This is an optimization exercise on Yosys and OpenROAD, whose aim is small area, not a production implementation. At most, simulation tests tie the RTL to the original design; equivalence was not proved. Function not checked in run 2: the RTL went through the layout flow alone. No run shown here takes its clock network from TritonCTS; it comes from the design's own scripts or RTL. The flow treats the clock pin as an ideal source. Dropping or thinning the clock tree relies on that and would not hold on a real chip. Power figures rest on the tool's default switching activity, not on a simulated workload.

==> flow/config.mk <==
export PLATFORM = sky130hd
export DESIGN_NAME = TopModule
export DESIGN_NICKNAME = TopModule
export VERILOG_FILES = /design/flow/design.v
export SDC_FILE = /design/flow/constraint.sdc
export NUM_CORES = 4
export LEC_CHECK = 0
export CAP_MARGIN = 20
export CORE_MARGIN = 2
export CORE_UTILIZATION = 40
export SLEW_MARGIN = 20
==> flow/constraint.sdc <==
create_clock -name core_clock -period 20.0 [get_ports {CLK1}]
set_input_delay 4.0000 -clock core_clock [delete_from_list [all_inputs] [get_ports {CLK1}]]
set_output_delay 4.0000 -clock core_clock [all_outputs]
set_load 0.01 [all_outputs]
==> flow/design.v <==
module m_prescale(input clock, input reset, output [4:0] count);
	reg [4:0] ca;
	assign count = ca;
	always @(posedge clock) begin
		if(reset) ca <= 5'd0;
		else ca <= {ca[4] ^ (&ca[3:0]), ca[3] ^ (&ca[2:0]), ca[2] ^ (&ca[1:0]), ca[1] ^ ca[0], ~ca[0]};
	end
endmodule
module m_chattering_filter(input clk, input reset, input sample, input signal_in, output signal_out);
	reg signal_reg;
	assign signal_out = signal_reg;
	always @(posedge clk) begin
		if(reset) signal_reg <= 1'b0;
		else if(sample) signal_reg <= signal_in;
	end
endmodule
module m_counter #(parameter HOURS = 0) (clk, reset, increment_clock, res, seg, tens, last_clock, countup);
	input clk, reset, increment_clock, res;
	output [6:0] seg;
	output reg [2:0] tens;
	output reg last_clock;
	output reg countup;
	reg [3:0] ones;
	localparam [3:0] ZERO = HOURS ? 4'd13 : 4'd15;
	wire [3:0] ones_inc;
	wire ones9, ones3;
	generate
		if (HOURS) begin : g24
			m_ones24 d(ones, ones_inc, ones9, ones3, seg);
		end else begin : g60
			m_ones60 d(ones, ones_inc, ones9, ones3, seg);
		end
	endgenerate
	wire tens_max = HOURS ? tens[1] : (~tens[0] & tens[1] & ~tens[2]);
	wire wrap = HOURS ? (tens[1] & ones3) : (tens_max & ones9);
	wire [2:0] tens_inc = HOURS ? {1'b0, tens[0], ~tens[0]} :
		{~tens[1] | (tens[2] & tens[0]), ~(tens[2] & tens[0]), ~tens[0] & (tens[2] ~^ tens[1])};
	wire step = increment_clock & ~last_clock;
	always @(posedge clk) begin
		if(reset) begin
			ones <= ZERO;
			tens <= 3'd0;
			countup <= 1'b0;
			last_clock <= 1'b1;
		end
		else begin
			last_clock <= increment_clock;
			if(res) begin
				ones <= ZERO;
				tens <= 3'd0;
			end
			else if(step) begin
				countup <= wrap;
				if(wrap) begin
					ones <= ZERO;
					tens <= 3'd0;
				end
				else if(ones9) begin
					ones <= ZERO;
					tens <= tens_inc;
				end
				else ones <= ones_inc;
			end
		end
	end
endmodule
module m_ones60(input [3:0] q, output [3:0] next, output is9, output is3, output [6:0] seg);
	assign next[0] = (~q[1] & q[3]) | (~q[2] & q[3]);
	assign next[1] = (~q[1] & ~q[2]) | (~q[0] & q[1] & q[2] & q[3]);
	assign next[2] = (~q[0]);
	assign next[3] = (~q[1] & ~q[3]) | (~q[0] & ~q[1]);
	assign is9 = (q[0] & q[2] & ~q[3]);
	assign is3 = 1'b0;
	assign seg[0] = (~q[0] & ~q[1] & ~q[3]);
	assign seg[1] = (~q[1] & q[3]);
	assign seg[2] = (~q[0] & q[1] & q[2] & q[3]);
	assign seg[3] = (~q[1] & ~q[3]);
	assign seg[4] = (~q[3]) | (~q[0] & ~q[1]);
	assign seg[5] = (~q[1] & ~q[2]) | (~q[0] & q[1] & q[2]);
	assign seg[6] = (~q[1] & ~q[2]) | (q[0] & q[1]);
endmodule
module m_ones24(input [3:0] q, output [3:0] next, output is9, output is3, output [6:0] seg);
	assign next[0] = (q[1]) | (~q[0]);
	assign next[1] = (~q[2]) | (~q[1] & ~q[3]) | (~q[0] & ~q[3]);
	assign next[2] = (~q[2]) | (q[0] & ~q[3]);
	assign next[3] = (q[0] & q[3]) | (~q[0] & ~q[3]);
	assign is9 = (~q[2] & ~q[3]);
	assign is3 = (~q[1] & ~q[3]);
	assign seg[0] = (~q[0] & ~q[1]) | (~q[0] & ~q[3]);
	assign seg[1] = (q[0] & q[1] & q[3]);
	assign seg[2] = (q[0] & q[1] & ~q[3]);
	assign seg[3] = (~q[1] & ~q[2]) | (~q[0] & ~q[3]);
	assign seg[4] = (~q[2]) | (~q[1] & ~q[3]) | (~q[0] & ~q[3]);
	assign seg[5] = (q[0] & q[2] & ~q[3]) | (~q[1] & ~q[2] & q[3]);
	assign seg[6] = (~q[1] & q[3]);
endmodule
module m_seven_segment_tens(input [2:0] t, output [6:0] odat);
	wire a = t[0], e = t[1], f = t[2];
	assign odat = {(e ~^ f) & (a | ~e), f, e, a, ~e & f, ~a & e & ~f, a};
endmodule
module TopModule(
	input CLK1,
	input RST,
	output [7:0] HEX0,
	output [7:0] HEX1,
	output [7:0] HEX2,
	output [7:0] HEX3,
	output [7:0] HEX4,
	output [7:0] HEX5,
	input [1:0] BTN,
	output [9:0] LED,
	input [9:0] SW
	);
	wire [4:0] ca;
	m_prescale p_chat(CLK1, RST, ca);
	wire ca0 = ~|ca;
	wire increment_button, reset_button;
	wire is_second_editing, is_minute_editing, is_hour_editing;
	wire sample;
	m_chattering_filter f_inc(CLK1, RST, sample, ~BTN[0], increment_button);
	m_chattering_filter f_res(CLK1, RST, sample, ~BTN[1], reset_button);
	m_chattering_filter f_sec(CLK1, RST, sample, SW[0], is_second_editing);
	m_chattering_filter f_min(CLK1, RST, sample, SW[1], is_minute_editing);
	m_chattering_filter f_hour(CLK1, RST, sample, SW[2], is_hour_editing);
	wire is_editing = is_second_editing | is_minute_editing | is_hour_editing;
	reg [9:0] cb;
	wire cb_en = (&ca) & ~is_editing;
	always @(posedge CLK1) begin
		if(RST) cb <= 10'd0;
		else if(cb_en) cb <= {cb[9] ^ (&cb[8:0]), cb[8] ^ (&cb[7:0]), cb[7] ^ (&cb[6:0]), cb[6] ^ (&cb[5:0]),
			cb[5] ^ (&cb[4:0]), cb[4] ^ (&cb[3:0]), cb[3] ^ (&cb[2:0]), cb[2] ^ (&cb[1:0]), cb[1] ^ cb[0], ~cb[0]};
	end
	wire clock_1hz = ca0 & ~is_editing & ~|cb;
	wire [6:0] s1, m1, h1;
	wire [2:0] s10, m10, h10;
	wire second_last, minute_last, hour_last;
	wire second_countup, minute_countup, hour_countup;
	m_counter #(0) c_sec(CLK1, RST, clock_1hz | (is_second_editing & increment_button), is_second_editing & reset_button, s1, s10, second_last, second_countup);
	m_counter #(0) c_min(CLK1, RST, second_countup | (is_minute_editing & increment_button), is_minute_editing & reset_button, m1, m10, minute_last, minute_countup);
	m_counter #(1) c_hour(CLK1, RST, minute_countup | (is_hour_editing & increment_button), is_hour_editing & reset_button, h1, h10, hour_last, hour_countup);
	assign sample = ca0 & ~(clock_1hz & second_last);
	assign LED = {is_editing, 4'b0, reset_button, increment_button, is_hour_editing, is_minute_editing, is_second_editing};
	assign HEX0[6:0] = s1;
	m_seven_segment_tens d1(s10, HEX1[6:0]);
	assign HEX2[6:0] = m1;
	m_seven_segment_tens d3(m10, HEX3[6:0]);
	assign HEX4[6:0] = h1;
	assign HEX5[6:0] = {~h10[1], h10[1] | h10[0], h10[0], h10[0], h10[1], 1'b0, h10[0]};
	assign HEX0[7] = 1'b0;
	assign HEX1[7] = 1'b1;
	assign HEX2[7] = 1'b0;
	assign HEX3[7] = 1'b1;
	assign HEX4[7] = 1'b0;
	assign HEX5[7] = 1'b1;
endmodule
==> flow/flow/run.sh <==
#!/bin/bash
# Own layout flow: the standard synthesis script, with no half/full adder
# cells and no cell above the smallest drive, then the standard ORFS steps with
# area-oriented settings (smallest port buffers, cells downsized after
# floorplan, a small clock tree without dummy loads).
set -euo pipefail

# the platform's don't-use cells and every cell above the smallest drive
DONT_USE=$(tr '\n' ' ' < flow/dont_use.txt)

# The standard flow's synthesis script, with ABC mapping for area (flow/abc_override.tcl)
cat flow/abc_override.tcl synth_recipe.tcl > area_synth.tcl
AREA_ABC_SCRIPT=$PWD/flow/area.script bash standard.sh \
  "SYNTH_SCRIPT=$PWD/area_synth.tcl" \
  "DONT_USE_CELLS=$DONT_USE sky130_fd_sc_hd__ha_1 sky130_fd_sc_hd__fa_1" \
  "MIN_BUF_CELL_AND_PORTS=sky130_fd_sc_hd__buf_1 A X" \
  synth > synth.log 2>&1

bash standard.sh \
  "DONT_USE_CELLS=$DONT_USE" \
  "REMOVE_ABC_BUFFERS=1" \
  "SKIP_REPAIR_TIE_FANOUT=1" \
  "BUFFER_PORTS_ARGS=-buffer_cell sky130_fd_sc_hd__buf_1" \
  "CTS_ARGS=$(cat flow/cts_args.txt)" \
  "RECOVER_POWER=100" \
  "POST_CTS_TCL=$PWD/flow/clock_split.tcl" "CLOCK_SPLIT_COUNT=4" "CLOCK_SPLIT_CELL=sky130_fd_sc_hd__buf_4" \
  "POST_FLOORPLAN_TCL=$PWD/flow/downsize.tcl" \
  finish > finish.log 2>&1
==> flow/flow/abc_override.tcl <==
# Map with an area-oriented ABC script instead of the flow's speed script.
proc abc {args} {
  set i [lsearch -exact $args -script]
  if {$i >= 0} { lset args [expr {$i + 1}] $::env(AREA_ABC_SCRIPT) }
  yosys abc {*}$args
}
==> flow/flow/area.script <==
strash
&get -n
&deepsyn -T 20
&put
dch -f
amap
topo
==> flow/flow/clock_split.tcl <==
# After CTS: rebuild the clock tree as CLOCK_SPLIT_COUNT buffers of type
# CLOCK_SPLIT_CELL, each driven by the clock port and driving the flip-flops of
# one part of the core (sinks halved alternately by x and y), placed at the middle of
# its sinks. The buffers CTS made are removed.
set block [ord::get_db_block]
set db [ord::get_db]
set clk [$block findNet CLK1]
set k $::env(CLOCK_SPLIT_COUNT)
set master [$db findMaster $::env(CLOCK_SPLIT_CELL)]

# collect the flip-flop clock pins below the port through the CTS buffers
set sinks {}
set bufs {}
set todo [list $clk]
while {[llength $todo]} {
  set n [lindex $todo 0]
  set todo [lrange $todo 1 end]
  foreach it [$n getITerms] {
    set inst [$it getInst]
    if {[string match "*clkbuf*" [[$inst getMaster] getName]] && [$it getIoType] eq "INPUT"} {
      lappend bufs $inst
      lappend todo [[$inst findITerm X] getNet]
    } elseif {[$it getIoType] eq "INPUT"} {
      lappend sinks $it
    }
  }
}
foreach b $bufs {
  set n [[$b findITerm X] getNet]
  foreach it [$n getITerms] { $it disconnect }
  foreach it [$b getITerms] { if {[$it getNet] ne "NULL"} { $it disconnect } }
  odb::dbInst_destroy $b
  if {$n ne $clk} { odb::dbNet_destroy $n }
}
foreach it $sinks { if {[$it getNet] ne "NULL"} { $it disconnect } }

# groups by recursive halving, alternately by x and by y
proc split_groups {items k axis} {
  if {$k <= 1} { return [list $items] }
  set keyed {}
  foreach it $items { lappend keyed [list [lindex [[$it getInst] getLocation] $axis] $it] }
  set keyed [lsort -integer -index 0 $keyed]
  set n [llength $keyed]
  set k1 [expr {$k / 2}]
  set cut [expr {$n * $k1 / $k}]
  set a {}; set b {}
  for {set i 0} {$i < $n} {incr i} {
    if {$i < $cut} { lappend a [lindex [lindex $keyed $i] 1] } else { lappend b [lindex [lindex $keyed $i] 1] }
  }
  return [concat [split_groups $a $k1 [expr {1 - $axis}]] [split_groups $b [expr {$k - $k1}] [expr {1 - $axis}]]]
}
set g 0
foreach group [split_groups $sinks $k 0] {
  set buf [odb::dbInst_create $block $master "clkbuf_split_$g"]
  set net [odb::dbNet_create $block "clknet_split_$g"]
  $net setSigType CLOCK
  [$buf findITerm A] connect $clk
  [$buf findITerm X] connect $net
  set sx 0; set sy 0
  foreach it $group {
    $it connect $net
    set loc [[$it getInst] getLocation]
    incr sx [lindex $loc 0]; incr sy [lindex $loc 1]
  }
  set m [llength $group]
  $buf setLocation [expr {$sx / $m}] [expr {$sy / $m}]
  $buf setPlacementStatus PLACED
  puts "clock_split: $::env(CLOCK_SPLIT_CELL) clkbuf_split_$g drives $m sinks"
  incr g
}
detailed_placement
estimate_parasitics -placement
==> flow/flow/cts_args.txt <==
-sink_clustering_enable -sink_clustering_size 60 -sink_clustering_max_diameter 500 -buf_list {sky130_fd_sc_hd__clkbuf_16} -dont_use_dummy_load -repair_clock_nets
==> flow/flow/dont_use.txt <==
sky130_fd_sc_hd__a2111o_2
sky130_fd_sc_hd__a2111o_4
sky130_fd_sc_hd__a2111oi_2
sky130_fd_sc_hd__a2111oi_4
sky130_fd_sc_hd__a211o_2
sky130_fd_sc_hd__a211o_4
sky130_fd_sc_hd__a211oi_2
sky130_fd_sc_hd__a211oi_4
sky130_fd_sc_hd__a21bo_2
sky130_fd_sc_hd__a21bo_4
sky130_fd_sc_hd__a21boi_2
sky130_fd_sc_hd__a21boi_4
sky130_fd_sc_hd__a21o_2
sky130_fd_sc_hd__a21o_4
sky130_fd_sc_hd__a21oi_2
sky130_fd_sc_hd__a21oi_4
sky130_fd_sc_hd__a221o_2
sky130_fd_sc_hd__a221o_4
sky130_fd_sc_hd__a221oi_2
sky130_fd_sc_hd__a221oi_4
sky130_fd_sc_hd__a22o_2
sky130_fd_sc_hd__a22o_4
sky130_fd_sc_hd__a22oi_2
sky130_fd_sc_hd__a22oi_4
sky130_fd_sc_hd__a2bb2o_2
sky130_fd_sc_hd__a2bb2o_4
sky130_fd_sc_hd__a2bb2oi_2
sky130_fd_sc_hd__a2bb2oi_4
sky130_fd_sc_hd__a311o_2
sky130_fd_sc_hd__a311o_4
sky130_fd_sc_hd__a311oi_2
sky130_fd_sc_hd__a311oi_4
sky130_fd_sc_hd__a31o_2
sky130_fd_sc_hd__a31o_4
sky130_fd_sc_hd__a31oi_2
sky130_fd_sc_hd__a31oi_4
sky130_fd_sc_hd__a32o_2
sky130_fd_sc_hd__a32o_4
sky130_fd_sc_hd__a32oi_2
sky130_fd_sc_hd__a32oi_4
sky130_fd_sc_hd__a41o_2
sky130_fd_sc_hd__a41o_4
sky130_fd_sc_hd__a41oi_2
sky130_fd_sc_hd__a41oi_4
sky130_fd_sc_hd__and2_2
sky130_fd_sc_hd__and2_4
sky130_fd_sc_hd__and2b_2
sky130_fd_sc_hd__and2b_4
sky130_fd_sc_hd__and3_2
sky130_fd_sc_hd__and3_4
sky130_fd_sc_hd__and3b_2
sky130_fd_sc_hd__and3b_4
sky130_fd_sc_hd__and4_2
sky130_fd_sc_hd__and4_4
sky130_fd_sc_hd__and4b_2
sky130_fd_sc_hd__and4b_4
sky130_fd_sc_hd__and4bb_2
sky130_fd_sc_hd__and4bb_4
sky130_fd_sc_hd__buf_12
sky130_fd_sc_hd__buf_16
sky130_fd_sc_hd__buf_2
sky130_fd_sc_hd__buf_4
sky130_fd_sc_hd__buf_6
sky130_fd_sc_hd__buf_8
sky130_fd_sc_hd__bufbuf_16
sky130_fd_sc_hd__bufbuf_8
sky130_fd_sc_hd__bufinv_16
sky130_fd_sc_hd__bufinv_8
sky130_fd_sc_hd__clkdlybuf4s15_1
sky130_fd_sc_hd__clkdlybuf4s15_2
sky130_fd_sc_hd__clkdlybuf4s18_1
sky130_fd_sc_hd__clkdlybuf4s18_2
sky130_fd_sc_hd__clkdlybuf4s25_1
sky130_fd_sc_hd__clkdlybuf4s25_2
sky130_fd_sc_hd__clkdlybuf4s50_1
sky130_fd_sc_hd__clkdlybuf4s50_2
sky130_fd_sc_hd__clkinv_16
sky130_fd_sc_hd__clkinv_2
sky130_fd_sc_hd__clkinv_4
sky130_fd_sc_hd__clkinv_8
sky130_fd_sc_hd__clkinvlp_2
sky130_fd_sc_hd__clkinvlp_4
sky130_fd_sc_hd__decap_12
sky130_fd_sc_hd__decap_3
sky130_fd_sc_hd__decap_4
sky130_fd_sc_hd__decap_6
sky130_fd_sc_hd__decap_8
sky130_fd_sc_hd__dfbbn_2
sky130_fd_sc_hd__dfrbp_2
sky130_fd_sc_hd__dfrtp_2
sky130_fd_sc_hd__dfrtp_4
sky130_fd_sc_hd__dfsbp_2
sky130_fd_sc_hd__dfstp_2
sky130_fd_sc_hd__dfstp_4
sky130_fd_sc_hd__dfxbp_2
sky130_fd_sc_hd__dfxtp_2
sky130_fd_sc_hd__dfxtp_4
sky130_fd_sc_hd__diode_2
sky130_fd_sc_hd__dlclkp_2
sky130_fd_sc_hd__dlclkp_4
sky130_fd_sc_hd__dlrbn_2
sky130_fd_sc_hd__dlrbp_2
sky130_fd_sc_hd__dlrtn_2
sky130_fd_sc_hd__dlrtn_4
sky130_fd_sc_hd__dlrtp_2
sky130_fd_sc_hd__dlrtp_4
sky130_fd_sc_hd__dlxbn_2
sky130_fd_sc_hd__dlxtn_2
sky130_fd_sc_hd__dlxtn_4
sky130_fd_sc_hd__dlygate4sd1_1
sky130_fd_sc_hd__dlygate4sd2_1
sky130_fd_sc_hd__dlygate4sd3_1
sky130_fd_sc_hd__dlymetal6s2s_1
sky130_fd_sc_hd__dlymetal6s4s_1
sky130_fd_sc_hd__dlymetal6s6s_1
sky130_fd_sc_hd__ebufn_2
sky130_fd_sc_hd__ebufn_4
sky130_fd_sc_hd__ebufn_8
sky130_fd_sc_hd__einvn_2
sky130_fd_sc_hd__einvn_4
sky130_fd_sc_hd__einvn_8
sky130_fd_sc_hd__einvp_2
sky130_fd_sc_hd__einvp_4
sky130_fd_sc_hd__einvp_8
sky130_fd_sc_hd__fa_2
sky130_fd_sc_hd__fa_4
sky130_fd_sc_hd__ha_2
sky130_fd_sc_hd__ha_4
sky130_fd_sc_hd__inv_12
sky130_fd_sc_hd__inv_16
sky130_fd_sc_hd__inv_2
sky130_fd_sc_hd__inv_4
sky130_fd_sc_hd__inv_6
sky130_fd_sc_hd__inv_8
sky130_fd_sc_hd__lpflow_bleeder_1
sky130_fd_sc_hd__lpflow_clkbufkapwr_1
sky130_fd_sc_hd__lpflow_clkbufkapwr_16
sky130_fd_sc_hd__lpflow_clkbufkapwr_2
sky130_fd_sc_hd__lpflow_clkbufkapwr_4
sky130_fd_sc_hd__lpflow_clkbufkapwr_8
sky130_fd_sc_hd__lpflow_clkinvkapwr_1
sky130_fd_sc_hd__lpflow_clkinvkapwr_16
sky130_fd_sc_hd__lpflow_clkinvkapwr_2
sky130_fd_sc_hd__lpflow_clkinvkapwr_4
sky130_fd_sc_hd__lpflow_clkinvkapwr_8
sky130_fd_sc_hd__lpflow_decapkapwr_12
sky130_fd_sc_hd__lpflow_decapkapwr_3
sky130_fd_sc_hd__lpflow_decapkapwr_4
sky130_fd_sc_hd__lpflow_decapkapwr_6
sky130_fd_sc_hd__lpflow_decapkapwr_8
sky130_fd_sc_hd__lpflow_inputiso0n_1
sky130_fd_sc_hd__lpflow_inputiso0p_1
sky130_fd_sc_hd__lpflow_inputiso1n_1
sky130_fd_sc_hd__lpflow_inputiso1p_1
sky130_fd_sc_hd__lpflow_inputisolatch_1
sky130_fd_sc_hd__lpflow_isobufsrc_1
sky130_fd_sc_hd__lpflow_isobufsrc_16
sky130_fd_sc_hd__lpflow_isobufsrc_2
sky130_fd_sc_hd__lpflow_isobufsrc_4
sky130_fd_sc_hd__lpflow_isobufsrc_8
sky130_fd_sc_hd__lpflow_isobufsrckapwr_16
sky130_fd_sc_hd__lpflow_lsbuf_lh_hl_isowell_tap_1
sky130_fd_sc_hd__lpflow_lsbuf_lh_hl_isowell_tap_2
sky130_fd_sc_hd__lpflow_lsbuf_lh_hl_isowell_tap_4
sky130_fd_sc_hd__lpflow_lsbuf_lh_isowell_4
sky130_fd_sc_hd__lpflow_lsbuf_lh_isowell_tap_1
sky130_fd_sc_hd__lpflow_lsbuf_lh_isowell_tap_2
sky130_fd_sc_hd__lpflow_lsbuf_lh_isowell_tap_4
sky130_fd_sc_hd__maj3_2
sky130_fd_sc_hd__maj3_4
sky130_fd_sc_hd__mux2_2
sky130_fd_sc_hd__mux2_4
sky130_fd_sc_hd__mux2_8
sky130_fd_sc_hd__mux2i_2
sky130_fd_sc_hd__mux2i_4
sky130_fd_sc_hd__mux4_2
sky130_fd_sc_hd__mux4_4
sky130_fd_sc_hd__nand2_2
sky130_fd_sc_hd__nand2_4
sky130_fd_sc_hd__nand2_8
sky130_fd_sc_hd__nand2b_2
sky130_fd_sc_hd__nand2b_4
sky130_fd_sc_hd__nand3_2
sky130_fd_sc_hd__nand3_4
sky130_fd_sc_hd__nand3b_2
sky130_fd_sc_hd__nand3b_4
sky130_fd_sc_hd__nand4_2
sky130_fd_sc_hd__nand4_4
sky130_fd_sc_hd__nand4b_2
sky130_fd_sc_hd__nand4b_4
sky130_fd_sc_hd__nand4bb_2
sky130_fd_sc_hd__nand4bb_4
sky130_fd_sc_hd__nor2_2
sky130_fd_sc_hd__nor2_4
sky130_fd_sc_hd__nor2_8
sky130_fd_sc_hd__nor2b_2
sky130_fd_sc_hd__nor2b_4
sky130_fd_sc_hd__nor3_2
sky130_fd_sc_hd__nor3_4
sky130_fd_sc_hd__nor3b_2
sky130_fd_sc_hd__nor3b_4
sky130_fd_sc_hd__nor4_2
sky130_fd_sc_hd__nor4_4
sky130_fd_sc_hd__nor4b_2
sky130_fd_sc_hd__nor4b_4
sky130_fd_sc_hd__nor4bb_2
sky130_fd_sc_hd__nor4bb_4
sky130_fd_sc_hd__o2111a_2
sky130_fd_sc_hd__o2111a_4
sky130_fd_sc_hd__o2111ai_2
sky130_fd_sc_hd__o2111ai_4
sky130_fd_sc_hd__o211a_2
sky130_fd_sc_hd__o211a_4
sky130_fd_sc_hd__o211ai_2
sky130_fd_sc_hd__o211ai_4
sky130_fd_sc_hd__o21a_2
sky130_fd_sc_hd__o21a_4
sky130_fd_sc_hd__o21ai_2
sky130_fd_sc_hd__o21ai_4
sky130_fd_sc_hd__o21ba_2
sky130_fd_sc_hd__o21ba_4
sky130_fd_sc_hd__o21bai_2
sky130_fd_sc_hd__o21bai_4
sky130_fd_sc_hd__o221a_2
sky130_fd_sc_hd__o221a_4
sky130_fd_sc_hd__o221ai_2
sky130_fd_sc_hd__o221ai_4
sky130_fd_sc_hd__o22a_2
sky130_fd_sc_hd__o22a_4
sky130_fd_sc_hd__o22ai_2
sky130_fd_sc_hd__o22ai_4
sky130_fd_sc_hd__o2bb2a_2
sky130_fd_sc_hd__o2bb2a_4
sky130_fd_sc_hd__o2bb2ai_2
sky130_fd_sc_hd__o2bb2ai_4
sky130_fd_sc_hd__o311a_2
sky130_fd_sc_hd__o311a_4
sky130_fd_sc_hd__o311ai_2
sky130_fd_sc_hd__o311ai_4
sky130_fd_sc_hd__o31a_2
sky130_fd_sc_hd__o31a_4
sky130_fd_sc_hd__o31ai_2
sky130_fd_sc_hd__o31ai_4
sky130_fd_sc_hd__o32a_2
sky130_fd_sc_hd__o32a_4
sky130_fd_sc_hd__o32ai_2
sky130_fd_sc_hd__o32ai_4
sky130_fd_sc_hd__o41a_2
sky130_fd_sc_hd__o41a_4
sky130_fd_sc_hd__o41ai_2
sky130_fd_sc_hd__o41ai_4
sky130_fd_sc_hd__or2_2
sky130_fd_sc_hd__or2_4
sky130_fd_sc_hd__or2b_2
sky130_fd_sc_hd__or2b_4
sky130_fd_sc_hd__or3_2
sky130_fd_sc_hd__or3_4
sky130_fd_sc_hd__or3b_2
sky130_fd_sc_hd__or3b_4
sky130_fd_sc_hd__or4_2
sky130_fd_sc_hd__or4_4
sky130_fd_sc_hd__or4b_2
sky130_fd_sc_hd__or4b_4
sky130_fd_sc_hd__or4bb_2
sky130_fd_sc_hd__or4bb_4
sky130_fd_sc_hd__probe_p_8
sky130_fd_sc_hd__probec_p_8
sky130_fd_sc_hd__sdfbbn_2
sky130_fd_sc_hd__sdfrbp_2
sky130_fd_sc_hd__sdfrtp_2
sky130_fd_sc_hd__sdfrtp_4
sky130_fd_sc_hd__sdfsbp_2
sky130_fd_sc_hd__sdfstp_2
sky130_fd_sc_hd__sdfstp_4
sky130_fd_sc_hd__sdfxbp_2
sky130_fd_sc_hd__sdfxtp_2
sky130_fd_sc_hd__sdfxtp_4
sky130_fd_sc_hd__sdlclkp_2
sky130_fd_sc_hd__sdlclkp_4
sky130_fd_sc_hd__sedfxbp_2
sky130_fd_sc_hd__sedfxtp_2
sky130_fd_sc_hd__sedfxtp_4
sky130_fd_sc_hd__xnor2_2
sky130_fd_sc_hd__xnor2_4
sky130_fd_sc_hd__xnor3_2
sky130_fd_sc_hd__xnor3_4
sky130_fd_sc_hd__xor2_2
sky130_fd_sc_hd__xor2_4
sky130_fd_sc_hd__xor3_2
sky130_fd_sc_hd__xor3_4
==> flow/flow/downsize.tcl <==
# Replace every combinational cell by the smallest-area cell of the same
# function (same name stem, other drive strength) that is not don't-use.
set db [ord::get_db]
set dont_use [split $::env(DONT_USE_CELLS)]
set masters {}
foreach lib [$db getLibs] {
  foreach m [$lib getMasters] { dict set masters [$m getName] $m }
}
set n 0
foreach inst [[ord::get_db_block] getInsts] {
  set m [$inst getMaster]
  if {[$m getType] ne "CORE"} continue
  set name [$m getName]
  if {![regexp {^(sky130_fd_sc_hd__[a-z0-9]+)_([0-9]+)$} $name -> stem drive]} continue
  if {[string match "*__df*" $stem] || [string match "*__conb" $stem]} continue
  set best $name
  set best_area [expr {[$m getWidth] * [$m getHeight]}]
  dict for {cand cm} $masters {
    if {![regexp "^${stem}_\[0-9\]+\$" $cand]} continue
    if {$cand in $dont_use} continue
    set a [expr {[$cm getWidth] * [$cm getHeight]}]
    if {$a < $best_area} { set best $cand; set best_area $a }
  }
  if {$best ne $name} {
    replace_cell [$inst getName] $best
    incr n
  }
}
puts "downsize: replaced $n cells"
==> flow/standard.sh <==
#!/bin/bash
# synth_recipe.tcl (not shown) runs the flow's synth.tcl, then flattens the netlist and writes it again
# the make line also repeats each setting of config.mk as NAME=value (left out here)
make -C /OpenROAD-flow-scripts/flow DESIGN_CONFIG=/design/flow/config.mk WORK_HOME=/design/flow/orfs CLKGATE_MAP_FILE= SYNTH_SCRIPT=/design/flow/synth_recipe.tcl "${@:-finish}"
==> reports/results.env, run 1 <==
RUN_STATUS='no timing/DRC/antenna violations'
YOSYSWARNINGS=5
LARGESTREGISTERS='cb (10), p_chat.ca (5)'
VIAS=1840
CAP_VIOL_MAX_COUNT=0
POST-PLACE-CELLS=372
PLACE_WS_PS=14520
HOLD_VIOL_FINAL=0
SLEW_MARGIN_REL=0.6486
POWER_DENSITY_mW_PER_MM2=71.10
LEAKAGEPOWER_nW=0.8000
POST-SYNTH-TOP-AREA-FRACTION=0.4497
FLOORPLAN.ROWS=25
GRT_OVERFLOW=0
COUNT_OF_TRITONROUTE_ITERATIONS_IN_THE_FIRST_ROUTING_PASS=6
FIN_TOTAL_PWR_mW=0.1585
WORST-SLEW-PIN-TRANSITION_PS=521.6
NUM_IO_PINS=72
HOLD-PATH-CELL-COUNT=1
AREA.SEQUENTIAL_UM2=900.9
CLKTRANSATPATHREGS_PS=100
SYN_AREA_MM2=0.002003
PATH_CLASS='flop to primary output'
HOLD_CLASS='flop to flop'
INSERTEDDIODECOUNT=0
MULTIINPUTGATEAREA_UM2=869.6
R2R_END='c_sec.tens[1]'
PLACE.DETAILED.HPWL_UM=3189
MOST-COMMON-LAYOUT-CELLS='sky130_fd_sc_hd__buf_1, sky130_fd_sc_hd__dfxtp_1, sky130_fd_sc_hd__nor2_1'
FINAL_CRITICAL_PATH_SHARE_OF_THE_CLOCK_PERIOD=0.2678
WHS_ENDPOINT='p_chat.ca[0]'
AREA_DELTA_SYNTH_FINAL_PCT=11.31
WORST-R2R-SETUP-SLACK_PS=17520
TIMING.FMAX_MHz=186.7
DRIVE_GT1_FRAC=0.01294
CRIT_BUF_INV=2
YOSYSUNIQUECELLTYPES=33
WORST-ENDPOINT-REQUIRED_PS=16000
PERIOD_NEEDED_PS=5356
GRTUSAGEMET2=0.2429
GLOBAL_ROUTE_WIRE_LENGTH_BEFORE_REPAIR_UM=6872
WL_PER_CELL_UM=10.89
LARGEST_AREA_CONTRIBUTOR_IN_THE_SYNTHESIZED_NETLIST='sky130_fd_sc_hd__dfxtp_1'
FILL_CELLS=528
WORST_PATH_MAX_DELAY_CELL='sky130_fd_sc_hd__dfxtp_1'
DRT_WL_TOTAL_UM=4095
NUMBER_OF_GLOBAL_ROUTE_VIAS_BEFORE_REPAIR=1587
SYN_AVG_CELL_AREA_UM2=7.284
INITIAL_ANTENNA_VIOLATION_COUNT=0
USE_MET1=0.2219
FINAL_NETS=325
TOP_DELAY_FAMILY_ON_CRIT_PATH='flip-flops'
PIN_COUNT_OF_THE_BIGGEST_NET_ENTERING_GLOBAL_ROUTING=13
ROUTE.DETAILED.VIAS_PER_INST=4.894
NUMBER_OF_CELLS_PRODUCED_BY_SYNTHESIS=275
LAYOUT.CELLS.MOST_COMMON='sky130_fd_sc_hd__buf_1'
FIN_TNS_SETUP_PS=0
TRITONCTS_NUM_SINKS=45
CRIT_PATH_MAX_INCR_DELAY_PS=430
SYNTH_SEQUENTIAL_AREA_RATIO=0.4497
CLOCK-SKEW-FINAL_PS=10.90
CORE_AREA_MM2=0.004786
PEAK_SUPPLY_DROP_mV=0.04829
HOLD_WC_STARTPOINT='p_chat.ca[0]'
R2R.WORST_PATH.CELLS=10
DRT_DRC=0
BUSIEST_LAYER='met2'
DRT_ITER0_DRCS=55
LAYOUT.CORE_UTILIZATION=0.4659
ROUTE.ANTENNA.REMAINING_NETS=0
FINAL-MAX-SLEW-VIOLATION-COUNT=0
WIDTH_OF_THE_CHIP_UM=74.77
GRT_UTIL_MET3=0.04685
INITIAL_CORE_UTIL=0.4186
CRIT_PATH_END_KIND='primary output'
COUNT_OF_INPUT_AND_OUTPUT_BUFFERS=53
FINAL_CELLS=376
GP_CONGESTION=0.8521
CRIT-REG2REG-LAUNCH='cb[7]'
TIMING.FINAL.SETUP_VIOLATIONS=0
TRACK_USAGE=0.1583
CRITICAL_PATH_PEAK_FANOUT=7
SYNTH-SEQ-CELLS=45
RSZ_0062_RAISED_AFTER_GLOBAL_ROUTING='no'
LARGEST_REGISTER_FF_COUNT=10
CLK-INSERTION-DELAY-LATE_PS=150
MOST_FLOPS_REGISTER='cb'
PATH_CELLS='clkinv_1 > nor4_1 > buf_1'
CRIT_PATH_START_KIND='flop'
CRITICAL_PATH_ARRIVAL_PS=1360
YOSYS-TOP-CELLS-AREA='sky130_fd_sc_hd__dfxtp_1, sky130_fd_sc_hd__nor2_1, sky130_fd_sc_hd__clkinv_1'
DIE_HEIGHT_UM=74.77
FINAL.SETUP.WORST_SLACK_PS=14640
FLOORPLAN.DIE_AREA_MM2=0.005590
## synthesized netlist by cell type
cell type and instances:
sky130_fd_sc_hd__a2111oi_0 1, sky130_fd_sc_hd__a211oi_1 2, sky130_fd_sc_hd__a21oi_1 18, sky130_fd_sc_hd__a221oi_1 1, sky130_fd_sc_hd__a22o_1 1, sky130_fd_sc_hd__a22oi_1 1, sky130_fd_sc_hd__a31oi_1 1, sky130_fd_sc_hd__a32oi_1 1
sky130_fd_sc_hd__and2_0 4, sky130_fd_sc_hd__and3_1 5, sky130_fd_sc_hd__buf_1 24, sky130_fd_sc_hd__clkinv_1 38, sky130_fd_sc_hd__conb_1 2, sky130_fd_sc_hd__dfxtp_1 45, sky130_fd_sc_hd__nand2_1 13, sky130_fd_sc_hd__nand2b_1 1
sky130_fd_sc_hd__nand3_1 3, sky130_fd_sc_hd__nand4_1 1, sky130_fd_sc_hd__nor2_1 44, sky130_fd_sc_hd__nor2b_1 1, sky130_fd_sc_hd__nor3_1 18, sky130_fd_sc_hd__nor4_1 3, sky130_fd_sc_hd__o211ai_1 2, sky130_fd_sc_hd__o21a_1 1
sky130_fd_sc_hd__o21ai_0 19, sky130_fd_sc_hd__o21bai_1 2, sky130_fd_sc_hd__o221ai_1 2, sky130_fd_sc_hd__o22ai_1 8, sky130_fd_sc_hd__o31ai_1 2, sky130_fd_sc_hd__o32ai_1 4, sky130_fd_sc_hd__or2_0 4, sky130_fd_sc_hd__or3_1 2
sky130_fd_sc_hd__or4_1 1
## kinds of logic (layout without fill, tap and decap cells)
logic type             after synthesis  count (layout)  synth area share
AO/OA/AOI/OAI                       66              66            0.2018
buffers and inverters               62              96            0.1162
flip-flops                          45              45            0.4497
other                                2               2          0.003749
AND/OR/NAND/NOR                    100             100            0.2286
## stage by stage
stage               hold WS [ps]  cell area [µm²]
global placement           426.5             2200
finish                     450.5             2230
detailed placement         436.9             2200
global route               488.2             2230
floorplan                  404.1             1913
## worst register-to-register path, cell delays in order, from the launching register on
cell and delay (ps):
sky130_fd_sc_hd__dfxtp_1 330, sky130_fd_sc_hd__or4_1 520, sky130_fd_sc_hd__nor3_1 190, sky130_fd_sc_hd__nand4_1 140
sky130_fd_sc_hd__o21ai_0 120, sky130_fd_sc_hd__nand2_1 160, sky130_fd_sc_hd__nor4_1 390, sky130_fd_sc_hd__nand2b_1 190
sky130_fd_sc_hd__a21oi_1 200, sky130_fd_sc_hd__nor2_1 70, sky130_fd_sc_hd__a21oi_1 100
## metal layers
layer  vias to the layer above  wire [µm]
li1                        986          -
met1                       816       2061
met2                        35       1810
met3                         3        193
met4                         0         29
met5                         -          0
## where the power goes
part | internal, mW | leakage [nW] | switching, mW
logic | 0.00884 | 0.415 | 0.0183
clock network | 0.0106 | 0.0192 | 0.0224
registers | 0.0941 | 0.366 | 0.00436
total | 0.113 | 0.800 | 0.0450
## final cells by class
| cell class | instances | share of cell area |
|---|---|---|
| sequential | 45 | 0.4040 |
| multi-input combinational | 168 | 0.3900 |
| timing repair buffer | 54 | 0.09091 |
| inverter | 38 | 0.06397 |
| tap | 67 | 0.03760 |
| buffer | 4 | 0.01347 |
## worst max-delay path by stage
| stage | start | endpoint | slack [ps] | depth (start not counted) |
|---|---|---|---|---|
| 2_1_floorplan | c_sec.ones[1] | HEX0[2] | 14920 | 2 |
| 3_3_place_gp | RST | c_sec.tens[2] | 14460 | 6 |
| 3_5_place_dp | RST | c_sec.tens[2] | 14520 | 6 |
| 5_1_grt | c_sec.ones[1] | HEX0[2] | 14420 | 3 |
| 6_report | c_sec.ones[1] | HEX0[2] | 14640 | 3 |
==> run 2: changes to the inputs <==
--- a/flow/design.v
+++ b/flow/design.v
@@ -123,14 +123,14 @@
 	m_chattering_filter f_min(CLK1, RST, sample, SW[1], is_minute_editing);
 	m_chattering_filter f_hour(CLK1, RST, sample, SW[2], is_hour_editing);
 	wire is_editing = is_second_editing | is_minute_editing | is_hour_editing;
-	reg [9:0] cb;
-	wire cb_en = (&ca) & ~is_editing;
+	reg [9:0] cbx;
+	wire ca0_run = ca0 & ~is_editing;
 	always @(posedge CLK1) begin
-		if(RST) cb <= 10'd0;
-		else if(cb_en) cb <= {cb[9] ^ (&cb[8:0]), cb[8] ^ (&cb[7:0]), cb[7] ^ (&cb[6:0]), cb[6] ^ (&cb[5:0]),
-			cb[5] ^ (&cb[4:0]), cb[4] ^ (&cb[3:0]), cb[3] ^ (&cb[2:0]), cb[2] ^ (&cb[1:0]), cb[1] ^ cb[0], ~cb[0]};
+		if(RST) cbx <= 10'h3ff;
+		else if(ca0_run) cbx <= {cbx[9] ^ (&cbx[8:0]), cbx[8] ^ (&cbx[7:0]), cbx[7] ^ (&cbx[6:0]), cbx[6] ^ (&cbx[5:0]),
+			cbx[5] ^ (&cbx[4:0]), cbx[4] ^ (&cbx[3:0]), cbx[3] ^ (&cbx[2:0]), cbx[2] ^ (&cbx[1:0]), cbx[1] ^ cbx[0], ~cbx[0]};
 	end
-	wire clock_1hz = ca0 & ~is_editing & ~|cb;
+	wire clock_1hz = ca0_run & (&cbx);
 	wire [6:0] s1, m1, h1;
 	wire [2:0] s10, m10, h10;
 	wire second_last, minute_last, hour_last;
==> run 2 against run 1 <==
Against the previous run:
- still clean
- fmax fell by 5.6%
- sequential share of layout area up 0.46 points
- core utilization is 0.22 points lower
- synthesized cell count fell by 2.2%
- area after synthesis decreased by 1.1%
- register-to-register slack worse by 1200 ps
- clock power fell by 2%
- sequential power increased by 8%
- worst hold slack gained 6.4 ps
- critical endpoint is now c_min.tens[2]
==> reports/results.env, run 2 <==
RUN_STATUS='no timing/DRC/antenna violations'
WORST-R2R-SETUP-SLACK_PS=16350  # -1170 ps
POWER_DENSITY_mW_PER_MM2=79.72  # +12%
NUMBER_OF_GLOBAL_ROUTE_VIAS_BEFORE_REPAIR=1550  # -2.3%
LARGEST_REGISTER_FF_COUNT=10  # unchanged
VIAS=1846  # +0.33%
INITIAL_ANTENNA_VIOLATION_COUNT=0  # unchanged
DRT_WL_TOTAL_UM=4096  # about the same
CRIT-REG2REG-LAUNCH='p_chat.ca[0]'
CRITICAL_PATH_PEAK_FANOUT=17  # +10
AREA_DELTA_SYNTH_FINAL_PCT=11.24  # about the same
FINAL_CRITICAL_PATH_SHARE_OF_THE_CLOCK_PERIOD=0.2836  # +0.01581
TRACK_USAGE=0.1526  # -0.005649
PATH_CELLS='buf_1 > clkinv_1 > o21ai_0 > or2_0 > nor2_1 > o32ai_1'
TIMING.FINAL.SETUP_VIOLATIONS=0  # unchanged
WIDTH_OF_THE_CHIP_UM=74.39  # -0.50%
ROUTE.DETAILED.VIAS_PER_INST=5.003  # +2.2%
INSERTEDDIODECOUNT=0  # unchanged
YOSYS-TOP-CELLS-AREA='sky130_fd_sc_hd__dfxtp_1, sky130_fd_sc_hd__nor2_1, sky130_fd_sc_hd__o21ai_0'
CRIT_PATH_END='c_min.tens[2]'
TRITONCTS_NUM_SINKS=45  # unchanged
RSZ_0062_RAISED_AFTER_GLOBAL_ROUTING='no'
CRIT_PATH_MAX_INCR_DELAY_PS=470  # +40 ps
SYNTH.TOP_CELLS.BY_COUNT='sky130_fd_sc_hd__dfxtp_1, sky130_fd_sc_hd__nor2_1, sky130_fd_sc_hd__clkinv_1'
R2R.WORST_PATH.CELLS=16  # +6
PLACE.DETAILED.HPWL_UM=3077  # -3.5%
LEAKAGEPOWER_nW=0.8053  # +0.66%
SYNTH_SEQUENTIAL_AREA_RATIO=0.4545  # +0.004827
CRIT_PATH_END_KIND='flop'
MOST_FLOPS_REGISTER='cbx'
WL_PER_CELL_UM=11.10  # +1.9%
GP_CONGESTION=0.7847  # -7.9%
MOST-COMMON-LAYOUT-CELLS='sky130_fd_sc_hd__buf_1, sky130_fd_sc_hd__nor2_1, sky130_fd_sc_hd__dfxtp_1'
GLOBAL_ROUTE_WIRE_LENGTH_BEFORE_REPAIR_UM=6686  # -2.7%
FLOORPLAN.ROWS=25  # unchanged
PATH_CLASS='input pin to flop'
INITIAL_CORE_UTIL=0.4168  # -0.001720
LARGEST_AREA_CONTRIBUTOR_IN_THE_SYNTHESIZED_NETLIST='sky130_fd_sc_hd__dfxtp_1'
ROUTE.ANTENNA.REMAINING_NETS=0  # unchanged
SYNTH-SEQ-CELLS=45  # unchanged
WORST_PATH_MAX_DELAY_CELL='sky130_fd_sc_hd__clkinv_1'
CRIT_PATH_START_KIND='input pin'
TIMING.FMAX_MHz=176.3  # -5.6%
FINAL_NETS=318  # -2.2%
YOSYSUNIQUECELLTYPES=26  # -21%
COUNT_OF_INPUT_AND_OUTPUT_BUFFERS=53  # unchanged
CLOCK-SKEW-FINAL_PS=13.13  # +2.229 ps
HOLD_VIOL_FINAL=0  # unchanged
CAP_VIOL_MAX_COUNT=0  # unchanged
PERIOD_NEEDED_PS=5672  # +316.2 ps
CORE_AREA_MM2=0.004755  # -0.65%
PEAK_SUPPLY_DROP_mV=0.03944  # -18%
R2R_END='c_sec.tens[1]'
SYNTH-MAIN-FF-CELL='sky130_fd_sc_hd__dfxtp_1'
DRIVE_GT1_FRAC=0.01325  # +0.0003000
LAYOUT.CORE_UTILIZATION=0.4637  # -0.002198
LAYOUT.CELLS.MOST_COMMON='sky130_fd_sc_hd__buf_1'
SYNTH-EDFF-COUNT=0  # unchanged
DIE_HEIGHT_UM=74.39  # -0.50%
CRITICAL_PATH_ARRIVAL_PS=5740  # +4380 ps
SYN_AREA_MM2=0.001982  # -1.1%
NUMBER_OF_CELLS_PRODUCED_BY_SYNTHESIS=269  # -2.2%
HOLD_CLASS='flop to flop'
FIN_TNS_SETUP_PS=0  # unchanged
YS_ASYNC_SR_FRACTION=0  # unchanged
NUM_IO_PINS=72  # unchanged
DRT_ITER0_DRCS=38  # -31%
PIN_COUNT_OF_THE_BIGGEST_NET_ENTERING_GLOBAL_ROUTING=18  # +5
SYN_AVG_CELL_AREA_UM2=7.368  # +1.1%
FINAL-MAX-SLEW-VIOLATION-COUNT=0  # unchanged
GRT_OVERFLOW=0  # unchanged
DRT_DRC=0  # unchanged
SETUP.WORST_PATH.START='RST'
WORST-ENDPOINT-REQUIRED_PS=20060  # +4060 ps
FLOORPLAN.DIE_AREA_MM2=0.005534  # -1.0%
FINAL.SETUP.WORST_SLACK_PS=14330  # -316.2 ps
YOSYSWARNINGS=5  # unchanged
PLACE_WS_PS=14100  # -423.3 ps
CLKTRANSATPATHREGS_PS=110  # about the same
COUNT_OF_TRITONROUTE_ITERATIONS_IN_THE_FIRST_ROUTING_PASS=4  # -2
POST-SYNTH-TOP-AREA-FRACTION=0.4545  # +0.004827
LARGESTREGISTERS='cbx (10), p_chat.ca (5)'
CLK-INSERTION-DELAY-LATE_PS=150  # about the same
## run 2: cell count changes in the layout (fill, tap and decap cells not counted), moves of 2 or more
cell and delta:
sky130_fd_sc_hd__o21ai_0 +7, sky130_fd_sc_hd__nor3_1 -9, sky130_fd_sc_hd__nand2_1 -2, sky130_fd_sc_hd__o32ai_1 +2
sky130_fd_sc_hd__and3_1 +2, sky130_fd_sc_hd__clkinv_1 -4, sky130_fd_sc_hd__o211ai_1 -2, sky130_fd_sc_hd__or2_0 +3
sky130_fd_sc_hd__or3_1 -2
## run 2: layer usage
metal,global-route usage,share of wire
met1,0.2049,0.49
met2,0.2458,0.45
met3,0.02981,0.050
met4,0.05357,0.013
met5,0,0
## run 2: cells by family (layout without fill, tap and decap cells)
logic type | count (synthesis) | after routing | synth area share
other cells | 2 | 2 | 0.003789
buf+inv | 58 | 91 | 0.1098
compound gates | 72 | 72 | 0.2203
simple gates | 92 | 92 | 0.2115
flops | 45 | 45 | 0.4545
## run 2: power breakdown
part           leakage [nW]  internal (mW)  switching [mW]
Sequential            0.368         0.0988         0.00769
Clock                0.0192         0.0105          0.0220
Combinational         0.418         0.0134          0.0234
## run 2: how the worst min path moves through the flow
stage	startpoint	endpoint	depth (start not counted)
5_1_grt	c_min.countup	c_min.countup	2
2_1_floorplan	p_chat.ca[0]	p_chat.ca[0]	1
6_report	p_chat.ca[0]	p_chat.ca[0]	1
3_5_place_dp	p_chat.ca[0]	p_chat.ca[0]	1
3_3_place_gp	p_chat.ca[0]	p_chat.ca[0]	1
## run 2: area by class of cell
class	instances	area, µm²
fill	512	2550
sequential	45	900.9
multi-input combinational	166	863.3
timing repair buffer	53	198.9
inverter	34	127.6
tap	67	83.83
buffer	4	30.03
## run 2: through the flow
step / hold slack, ps / instance area [µm²] / cells / power (mW)
finish: 456.8 / 2205 / 369 / 0.1758
floorplan: 410.5 / 1892 / 245 / 0.1334
global route: 476.3 / 2205 / 369 / 0.1868
detailed placement: 436.5 / 2175 / 365 / 0.1454
global placement: 426.5 / 2175 / 365 / 0.1449
## run 2: critical path, delay by kind of cell
family | cells | cell delay, ps
compound gates | 2 | 540
buf+inv | 2 | 790
simple gates | 2 | 390
==> run 3: changes to the inputs <==
--- a/flow/design.v
+++ b/flow/design.v
@@ -1,9 +1,9 @@
-module m_prescale(input clock, input reset, output [4:0] count);
-	reg [4:0] ca;
-	assign count = ca;
+module m_prescale(input clock, input reset, output ca0);
+	reg [4:0] cam1;
+	assign ca0 = &cam1;
 	always @(posedge clock) begin
-		if(reset) ca <= 5'd0;
-		else ca <= {ca[4] ^ (&ca[3:0]), ca[3] ^ (&ca[2:0]), ca[2] ^ (&ca[1:0]), ca[1] ^ ca[0], ~ca[0]};
+		if(reset) cam1 <= 5'h1f;
+		else cam1 <= {cam1[4] ^ (&cam1[3:0]), cam1[3] ^ (&cam1[2:0]), cam1[2] ^ (&cam1[1:0]), cam1[1] ^ cam1[0], ~cam1[0]};
 	end
 endmodule
 module m_chattering_filter(input clk, input reset, input sample, input signal_in, output signal_out);
@@ -111,9 +111,8 @@
 	output [9:0] LED,
 	input [9:0] SW
 	);
-	wire [4:0] ca;
-	m_prescale p_chat(CLK1, RST, ca);
-	wire ca0 = ~|ca;
+	wire ca0;
+	m_prescale p_chat(CLK1, RST, ca0);
 	wire increment_button, reset_button;
 	wire is_second_editing, is_minute_editing, is_hour_editing;
 	wire sample;
==> run 3 against run 2 <==
Against the previous run:
- global-route usage up 0.20 points
- sequential power about the same
- combinational power is 5% higher
- critical endpoint unchanged
- largest cell class unchanged
- highest routed layer unchanged
==> reports/results.env, run 3 <==
FLOORPLAN.ROWS=25  # unchanged
TIMING.FINAL.SETUP_VIOLATIONS=0  # unchanged
WORST-ENDPOINT-REQUIRED_PS=20080  # +20 ps
SYNTH.TOP_CELLS.BY_COUNT='sky130_fd_sc_hd__dfxtp_1, sky130_fd_sc_hd__nor2_1, sky130_fd_sc_hd__clkinv_1'
FINAL_CELLS=368  # -0.27%
AREA_DELTA_SYNTH_FINAL_PCT=11.33  # about the same
DPL-INSTANCE-AREA_MM2=0.002158  # -0.75%
DETAIL_ROUTE.WIRELENGTH.MET1_UM=2072  # +3.7%
CLK-INSERTION-DELAY-LATE_PS=140  # about the same
DRT_ITER0_DRCS=117  # +210%
R2R_END='c_sec.ones[1]'
POST-SYNTH-TOP-AREA-FRACTION=0.4583  # +0.003761
NUMBER_OF_GLOBAL_ROUTE_VIAS_BEFORE_REPAIR=1518  # -2.1%
MULTIINPUTGATEAREA_UM2=839.6  # -2.8%
INITIAL_ANTENNA_VIOLATION_COUNT=0  # unchanged
HOLD_CLASS='flop to flop'
GRT_OVERFLOW=0  # unchanged
PEAK_SUPPLY_DROP_mV=0.05098  # +29%
CRIT_PATH_MAX_INCR_DELAY_PS=470  # about the same
PERIOD_NEEDED_PS=5674  # +1.700 ps
DRT_DRC=0  # unchanged
NUM_IO_PINS=72  # unchanged
COUNT_OF_TRITONROUTE_ITERATIONS_IN_THE_FIRST_ROUTING_PASS=4  # unchanged
PATH_CELLS='buf_1 > clkinv_1 > o21ai_0 > nand4b_1 > nor2_1 > nor3_1 > o21bai_1'
CRIT_PATH_END_KIND='flop'
YOSYSWARNINGS=5  # unchanged
RUN_STATUS='no timing/DRC/antenna violations'
CLKTRANSATPATHREGS_PS=110  # about the same
CRITICAL_PATH_PEAK_FANOUT=20  # +3
SYN_AVG_CELL_AREA_UM2=7.334  # -0.45%
FIN_AREA_MM2=0.002188  # -0.74%
LARGEST_AREA_CONTRIBUTOR_IN_THE_SYNTHESIZED_NETLIST='sky130_fd_sc_hd__dfxtp_1'
VIAS=1798  # -2.6%
HOLD_VIOL_FINAL=0  # unchanged
FIN_TOTAL_PWR_mW=0.1784  # +1.5%
HOLD-PATH-CELL-COUNT=1  # unchanged
LEAKAGEPOWER_nW=0.8125  # +0.89%
INITIAL_CORE_UTIL=0.4162  # -0.0006832
SYN_AREA_MM2=0.001966  # -0.82%
LARGESTREGISTERS='cbx (10), p_chat.cam1 (5)'
TIMING.FMAX_MHz=176.2  # about the same
ROUTED-WL-MET3_UM=174  # -14%
DETAILROUTE.WIRELENGTH.MET2_UM=1734  # -5.7%
LAYOUT.CELLS.MOST_COMMON='sky130_fd_sc_hd__buf_1'
YOSYSUNIQUECELLTYPES=25  # -3.8%
FILL_CELLS=487  # -4.9%
RSZ_0062_RAISED_AFTER_GLOBAL_ROUTING='no'
YS_ASYNC_SR_FRACTION=0  # unchanged
FINAL-MAX-SLEW-VIOLATION-COUNT=0  # unchanged
SYNTH-MAIN-FF-CELL='sky130_fd_sc_hd__dfxtp_1'
CORE_AREA_MM2=0.004723  # -0.66%
LAYOUT.CORE_UTILIZATION=0.4633  # about the same
ROUTE.DETAILED.VIAS_PER_INST=4.886  # -2.3%
WORST-R2R-SETUP-SLACK_PS=16430  # +80 ps
MOST_FLOPS_REGISTER='cbx'
FINAL_NETS=317  # -0.31%
CRIT-REG2REG-LAUNCH='p_chat.cam1[0]'
CRIT_PATH_END='c_min.tens[2]'
SETUP.WORST_PATH.START='RST'
INSERTEDDIODECOUNT=0  # unchanged
ROUTE.ANTENNA.REMAINING_NETS=0  # unchanged
WORST_PATH_MAX_DELAY_CELL='sky130_fd_sc_hd__clkinv_1'
NUMBER_OF_CELLS_PRODUCED_BY_SYNTHESIS=268  # -0.37%
SYNTH-SEQ-CELLS=45  # unchanged
POWER_DENSITY_mW_PER_MM2=81.52  # +2.3%
MAX_USED_LAYER='met4'
FINAL_CRITICAL_PATH_SHARE_OF_THE_CLOCK_PERIOD=0.2837  # about the same
COUNT_OF_INPUT_AND_OUTPUT_BUFFERS=53  # unchanged
CLOCK-SKEW-FINAL_PS=6.077  # -7.054 ps
YOSYSMOSTFREQUENTCELL='sky130_fd_sc_hd__dfxtp_1'
POST-PLACE-CELLS=364  # -0.27%
DIE_HEIGHT_UM=74.10  # -0.39%
FLOORPLAN.DIE_AREA_MM2=0.005491  # -0.78%
WL_PER_CELL_UM=11.00  # -0.88%
R2R.WORST_PATH.CELLS=19  # +3
AREA.SEQUENTIAL_UM2=900.9  # unchanged
DRT_WL_TOTAL_UM=4049  # -1.1%
WIDTH_OF_THE_CHIP_UM=74.10  # -0.39%
GP_CONGESTION=0.8682  # +11%
PIN_COUNT_OF_THE_BIGGEST_NET_ENTERING_GLOBAL_ROUTING=21  # +3
CRIT_PATH_START_KIND='input pin'
TRACK_USAGE=0.1546  # +0.001970
PATH_CLASS='input pin to flop'
HOLD_WC_STARTPOINT='p_chat.cam1[0]'
SYNTH_SEQUENTIAL_AREA_RATIO=0.4583  # +0.003761
FIN_TNS_SETUP_PS=0  # unchanged
GLOBAL_ROUTE_WIRE_LENGTH_BEFORE_REPAIR_UM=6679  # -0.10%
LARGEST_REGISTER_FF_COUNT=10  # unchanged
DRIVE_GT1_FRAC=0.01329  # +0.00004400
PLACE.DETAILED.HPWL_UM=3025  # -1.7%
TRITONCTS_NUM_SINKS=45  # unchanged
YOSYS-TOP-CELLS-AREA='sky130_fd_sc_hd__dfxtp_1, sky130_fd_sc_hd__o21ai_0, sky130_fd_sc_hd__nor2_1'
CRITICAL_PATH_ARRIVAL_PS=5750  # about the same
CAP_VIOL_MAX_COUNT=0  # unchanged
SYNTH-EDFF-COUNT=0  # unchanged
MOST-COMMON-LAYOUT-CELLS='sky130_fd_sc_hd__buf_1, sky130_fd_sc_hd__dfxtp_1, sky130_fd_sc_hd__nor2_1'
## run 3: logic make-up after synthesis
| group | count (synthesis) | share of synthesized area |
|---|---|---|
| flip-flops | 45 | 0.4583 |
| AO/OA/AOI/OAI | 72 | 0.2126 |
| AND/OR/NAND/NOR | 89 | 0.2107 |
| other | 2 | 0.003821 |
| buffers and inverters | 60 | 0.1146 |
## run 3: layout make-up
type,instances,area share
Inverter,36,0.06175
Buffer,4,0.01372
Tap cell,67,0.03831
Timing Repair Buffer,53,0.09091
Sequential cell,45,0.4117
Multi-Input combinational cell,163,0.3836
## run 3: metrics by stage
step	setup WS [ps]	hold WS (ps)
3_3_place_gp	14090	377.2
3_5_place_dp	14120	385.2
6_report	14330	406.5
2_1_floorplan	14870	367.2
5_1_grt	14110	436.6
## run 3: critical path: cells and delay by family
kind                   cells  cell delay, ps
AOI/OAI and AO/OA          2             490
buffers and inverters      2             730
and+or+nand+nor            3             520
## run 3: layer usage
metal / vias to the layer above / global-route usage
li1: 959 / -
met1: 802 / 0.2266
met2: 31 / 0.2222
met3: 6 / 0.02981
met4: 0 / 0.06263
met5: - / 0
## run 3: how the worst min path moves through the flow
stage / end / slack (ps)
finish: p_chat.cam1[0] / 410
floorplan: p_chat.cam1[0] / 370
global route: p_chat.cam1[0] / 440
global placement: p_chat.cam1[0] / 380
detailed placement: p_chat.cam1[0] / 390
## run 3: power breakdown
group	total, mW	internal, mW	switching [mW]
Sequential	0.107	0.0991	0.00756
Clock	0.0332	0.0106	0.0227
Combinational	0.0385	0.0139	0.0246
==> run 4: changes to the inputs <==
--- a/flow/design.v
+++ b/flow/design.v
@@ -65,19 +65,19 @@
 	end
 endmodule
 module m_ones60(input [3:0] q, output [3:0] next, output is9, output is3, output [6:0] seg);
-	assign next[0] = (~q[1] & q[3]) | (~q[2] & q[3]);
-	assign next[1] = (~q[1] & ~q[2]) | (~q[0] & q[1] & q[2] & q[3]);
-	assign next[2] = (~q[0]);
+	assign next[0] = (~q[1] & q[3]) | (q[0] & q[1]);
+	assign next[1] = (q[0] & ~q[3]) | (~q[0] & q[1] & q[2] & q[3]);
+	assign next[2] = (q[2] & ~q[3]) | (q[1] & q[2]);
 	assign next[3] = (~q[1] & ~q[3]) | (~q[0] & ~q[1]);
-	assign is9 = (q[0] & q[2] & ~q[3]);
+	assign is9 = (~q[0] & ~q[2] & ~q[3]);
 	assign is3 = 1'b0;
-	assign seg[0] = (~q[0] & ~q[1] & ~q[3]);
+	assign seg[0] = (~q[1] & q[2] & ~q[3]);
 	assign seg[1] = (~q[1] & q[3]);
 	assign seg[2] = (~q[0] & q[1] & q[2] & q[3]);
 	assign seg[3] = (~q[1] & ~q[3]);
 	assign seg[4] = (~q[3]) | (~q[0] & ~q[1]);
-	assign seg[5] = (~q[1] & ~q[2]) | (~q[0] & q[1] & q[2]);
-	assign seg[6] = (~q[1] & ~q[2]) | (q[0] & q[1]);
+	assign seg[5] = (q[0] & ~q[3]) | (~q[0] & q[1] & q[2]);
+	assign seg[6] = (q[0] & q[2]) | (q[0] & ~q[3]);
 endmodule
 module m_ones24(input [3:0] q, output [3:0] next, output is9, output is3, output [6:0] seg);
 	assign next[0] = (q[1]) | (~q[0]);
==> run 4 against run 3 <==
Against the previous run:
- worst hold slack improved by 4.1 ps
- wire length decreased by 3.8%
- global-route usage shrank 1.2 points
- core utilization down 0.70 points
- fmax increased by 2.8%
- die area decreased by 1.5%
- sequential power down 4%
- synthesized cell count is 0.75% lower
- sequential share of layout area rose by 0.91 points
- highest routed layer is now met3
==> reports/results.env, run 4 <==
RUN_STATUS='no timing/DRC/antenna violations'
MOST_FLOPS_REGISTER='cbx'
DRIVE_GT1_FRAC=0.01338  # +0.00008889
PEAK_SUPPLY_DROP_mV=0.04387  # -14%
YOSYSWARNINGS=5  # unchanged
TRACK_USAGE=0.1430  # -0.01156
WIDTH_OF_THE_CHIP_UM=73.54  # -0.76%
TOP_DELAY_FAMILY_ON_CRIT_PATH='buffers and inverters'
ROUTE.DETAILED.VIAS_PER_INST=4.955  # +1.4%
HOLD_VIOL_FINAL=0  # unchanged
GLOBAL_ROUTE_WIRE_LENGTH_BEFORE_REPAIR_UM=6003  # -10%
YOSYS-TOP-CELLS-AREA='sky130_fd_sc_hd__dfxtp_1, sky130_fd_sc_hd__nor2_1, sky130_fd_sc_hd__o21ai_0'
FILL_CELLS=501  # +2.9%
CAP_VIOL_MAX_COUNT=0  # unchanged
NUM_IO_PINS=72  # unchanged
INSERTEDDIODECOUNT=0  # unchanged
POST-PLACE-CELLS=349  # -4.1%
VIAS=1749  # -2.7%
SYNTH.TOP_CELLS.BY_COUNT='sky130_fd_sc_hd__nor2_1, sky130_fd_sc_hd__dfxtp_1, sky130_fd_sc_hd__o21ai_0'
SYNTH-MAIN-FF-CELL='sky130_fd_sc_hd__dfxtp_1'
MOST-COMMON-LAYOUT-CELLS='sky130_fd_sc_hd__buf_1, sky130_fd_sc_hd__nor2_1, sky130_fd_sc_hd__dfxtp_1'
FIN_TNS_SETUP_PS=0  # unchanged
INITIAL_ANTENNA_VIOLATION_COUNT=0  # unchanged
DIE_HEIGHT_UM=73.54  # -0.76%
PATH_CLASS='input pin to flop'
CRIT_PATH_END_KIND='flop'
LARGESTREGISTERS='cbx (10), p_chat.cam1 (5)'
ROUTE.ANTENNA.REMAINING_NETS=0  # unchanged
DRT_DRC=0  # unchanged
NUMBER_OF_GLOBAL_ROUTE_VIAS_BEFORE_REPAIR=1440  # -5.1%
CRIT_PATH_START_KIND='input pin'
LARGEST_REGISTER_FF_COUNT=10  # unchanged
AREA_DELTA_SYNTH_FINAL_PCT=10.67
FINAL_CRITICAL_PATH_SHARE_OF_THE_CLOCK_PERIOD=0.2761  # -0.007630
CRIT_PATH_MAX_INCR_DELAY_PS=450  # -20 ps
HOLD_CLASS='flop to flop'
CLOCK-SKEW-FINAL_PS=8.736  # +2.659 ps
DRT_WL_TOTAL_UM=3897  # -3.8%
DPL-INSTANCE-AREA_MM2=0.002111  # -2.2%
COUNT_OF_TRITONROUTE_ITERATIONS_IN_THE_FIRST_ROUTING_PASS=4  # unchanged
CRITICAL_PATH_ARRIVAL_PS=5610  # -140 ps
POST-SYNTH-TOP-AREA-FRACTION=0.4657  # +0.007411
LARGEST_AREA_CONTRIBUTOR_IN_THE_SYNTHESIZED_NETLIST='sky130_fd_sc_hd__dfxtp_1'
FIN_AREA_MM2=0.002141  # -2.2%
GP_CONGESTION=0.8510  # -2.0%
FINAL_NETS=315  # -0.63%
SYNTH-EDFF-COUNT=0  # unchanged
FLOORPLAN.ROWS=25  # unchanged
FINAL_CELLS=353  # -4.1%
INITIAL_CORE_UTIL=0.4123  # -0.003892
DRT_ITER0_DRCS=60  # -49%
YOSYSUNIQUECELLTYPES=25  # unchanged
TIMING.FINAL.SETUP_VIOLATIONS=0  # unchanged
LAYOUT.CELLS.MOST_COMMON='sky130_fd_sc_hd__buf_1'
SYN_AVG_CELL_AREA_UM2=7.272  # -0.85%
CLK-INSERTION-DELAY-LATE_PS=150  # about the same
GRT_OVERFLOW=0  # unchanged
CLKTRANSATPATHREGS_PS=110  # about the same
CORE_AREA_MM2=0.004692  # -0.66%
SYNTH_SEQUENTIAL_AREA_RATIO=0.4657  # +0.007411
CRITICAL_PATH_PEAK_FANOUT=22  # +10%
NUMBER_OF_CELLS_PRODUCED_BY_SYNTHESIS=266  # -0.75%
WORST_PATH_MAX_DELAY_CELL='sky130_fd_sc_hd__clkinv_1'
YS_ASYNC_SR_FRACTION=0  # unchanged
TRITONCTS_NUM_SINKS=45  # unchanged
WORST-ENDPOINT-REQUIRED_PS=20090  # about the same
YOSYSMOSTFREQUENTCELL='sky130_fd_sc_hd__nor2_1'
POWER_DENSITY_mW_PER_MM2=75.73  # -7.1%
FINAL-MAX-SLEW-VIOLATION-COUNT=0  # unchanged
LEAKAGEPOWER_nW=0.7851  # -3.4%
SYNTH-SEQ-CELLS=45  # unchanged
SYN_AREA_MM2=0.001934  # -1.6%
PERIOD_NEEDED_PS=5522  # -152.6 ps
PLACE.DETAILED.HPWL_UM=2870  # -5.1%
PIN_COUNT_OF_THE_BIGGEST_NET_ENTERING_GLOBAL_ROUTING=23  # +9.5%
CRIT_BUF_INV=2  # unchanged
TIMING.FMAX_MHz=181.1  # +2.8%
PATH_CELLS='buf_1 > clkinv_1 > o21ai_0 > nand3b_1 > nor2_1 > nor3_1 > o21bai_1'
RSZ_0062_RAISED_AFTER_GLOBAL_ROUTING='no'
WL_PER_CELL_UM=11.04  # +0.34%
COUNT_OF_INPUT_AND_OUTPUT_BUFFERS=53  # unchanged
SLEW_MARGIN_REL=0.6560
FLOORPLAN.DIE_AREA_MM2=0.005408  # -1.5%
WORST-SLEW-PIN-TRANSITION_PS=512.8
run 4: cell count changes after synthesis, moves of 3 or more:
cell                       before  now
sky130_fd_sc_hd__a31oi_1        5    1
sky130_fd_sc_hd__o221ai_1       4    1
sky130_fd_sc_hd__nand2_1       16   13
sky130_fd_sc_hd__or3_1          3    0
sky130_fd_sc_hd__nor2_1        38   49
sky130_fd_sc_hd__o21ai_0       33   36
run 4: where the power goes:
part | internal [mW] | switching, mW | total (mW) | leakage (nW)
Combinational | 0.00950 | 0.0167 | 0.0262 | 0.398
Sequential | 0.0975 | 0.00567 | 0.103 | 0.368
Clock | 0.0105 | 0.0222 | 0.0328 | 0.0192
run 4: per-layer routing:
metal  track usage  vias up  wire length [µm]
met4       0.04444        0                 0
met3       0.06859        0               311
li1              -      941                 -
met1        0.1741      764              1895
met2        0.2232       44              1690
met5             0        -                 0
run 4: layout make-up:
class | count | area, µm² | area share
Sequential cell | 45 | 900.9 | 0.4208
Multi-Input combinational cell | 162 | 812.0 | 0.3793
Timing Repair Buffer | 53 | 198.9 | 0.09293
Inverter | 35 | 131.4 | 0.06137
Tap cell | 54 | 67.56 | 0.03156
Buffer | 4 | 30.03 | 0.01403
run 4: worst paths after layout:
| kind | depth (start not counted) | to | slack [ps] | from |
|---|---|---|---|---|
| worst max-delay path | 7 | c_min.tens[2] | 14480 | RST |
| worst max register to register | 16 | c_sec.tens[0] | 16490 | p_chat.cam1[0] |
| worst min register to register | 1 | p_chat.cam1[0] | 410 | p_chat.cam1[0] |
| worst min-delay path | 1 | p_chat.cam1[0] | 410 | p_chat.cam1[0] |
run 4: kinds of logic after synthesis:
logic type,synth area share
compound gates,0.2018
simple gates,0.2141
buf+inv,0.1145
flops,0.4657
other cells,0.003882
run 4: stage by stage:
stage	hold WS, ps	setup WS [ps]	util	power, mW
6_report	410.6	14480	0.4563	0.1621
3_3_place_gp	376.5	14280	0.4499	0.1310
2_1_floorplan	367.2	14850	-	0.1235
3_5_place_dp	386.1	14280	0.4499	0.1312
5_1_grt	426.6	14230	0.4563	0.1713
run 4: worst reg2reg max path, cell delays in order (launching register included):
cell and delay (ps):
sky130_fd_sc_hd__dfxtp_1 370, sky130_fd_sc_hd__and2_0 210, sky130_fd_sc_hd__and3_1 220, sky130_fd_sc_hd__nand2_1 80, sky130_fd_sc_hd__nor2_1 140, sky130_fd_sc_hd__and2_0 190, sky130_fd_sc_hd__and3_1 210, sky130_fd_sc_hd__and3_1 200
sky130_fd_sc_hd__and3_1 220, sky130_fd_sc_hd__and3_1 210, sky130_fd_sc_hd__nand2_1 100, sky130_fd_sc_hd__o21ai_0 110, sky130_fd_sc_hd__nand2_1 180, sky130_fd_sc_hd__nor3_1 320, sky130_fd_sc_hd__nand3b_1 180, sky130_fd_sc_hd__or2_0 260
sky130_fd_sc_hd__o32ai_1 220

what the ideal ports hide:
Ports are ideal in the flow. The routed layouts listed here were re-timed in OpenROAD.
Step 1 (the two cells are an assumption about what drives the block):
set clk [get_ports {CLK1}]
set_driving_cell -lib_cell sky130_fd_sc_hd__clkbuf_16 $clk
set_driving_cell -lib_cell sky130_fd_sc_hd__buf_2 [delete_from_list [all_inputs] $clk]
Step 2, shift: input delay + t, output delay - t, t = (earliest + latest rising clock arrival at the registers) / 2. This alone moves slack from input paths to output paths.
Three values: no drivers, after step 1, after step 2; two values: the first two.
run	t (ns)	setup WS [ns]	worst setup path at the end	worst register clock-pin slew, ns
run 1	0.190	14.644 / 14.597 / 14.542	input to register	0.11 / 0.11
run 2	0.185	14.328 / 14.350 / 14.165	input to register	0.11 / 0.11
run 3	0.190	14.326 / 14.350 / 14.160	input to register	0.11 / 0.11
run 4	0.189	14.479 / 14.488 / 14.299	input to register	0.11 / 0.11
After both steps every run listed still meets setup and hold. The setup slack of run 4, which loses most, moves by +0.009 ns with the drivers and by -0.180 ns with both steps.
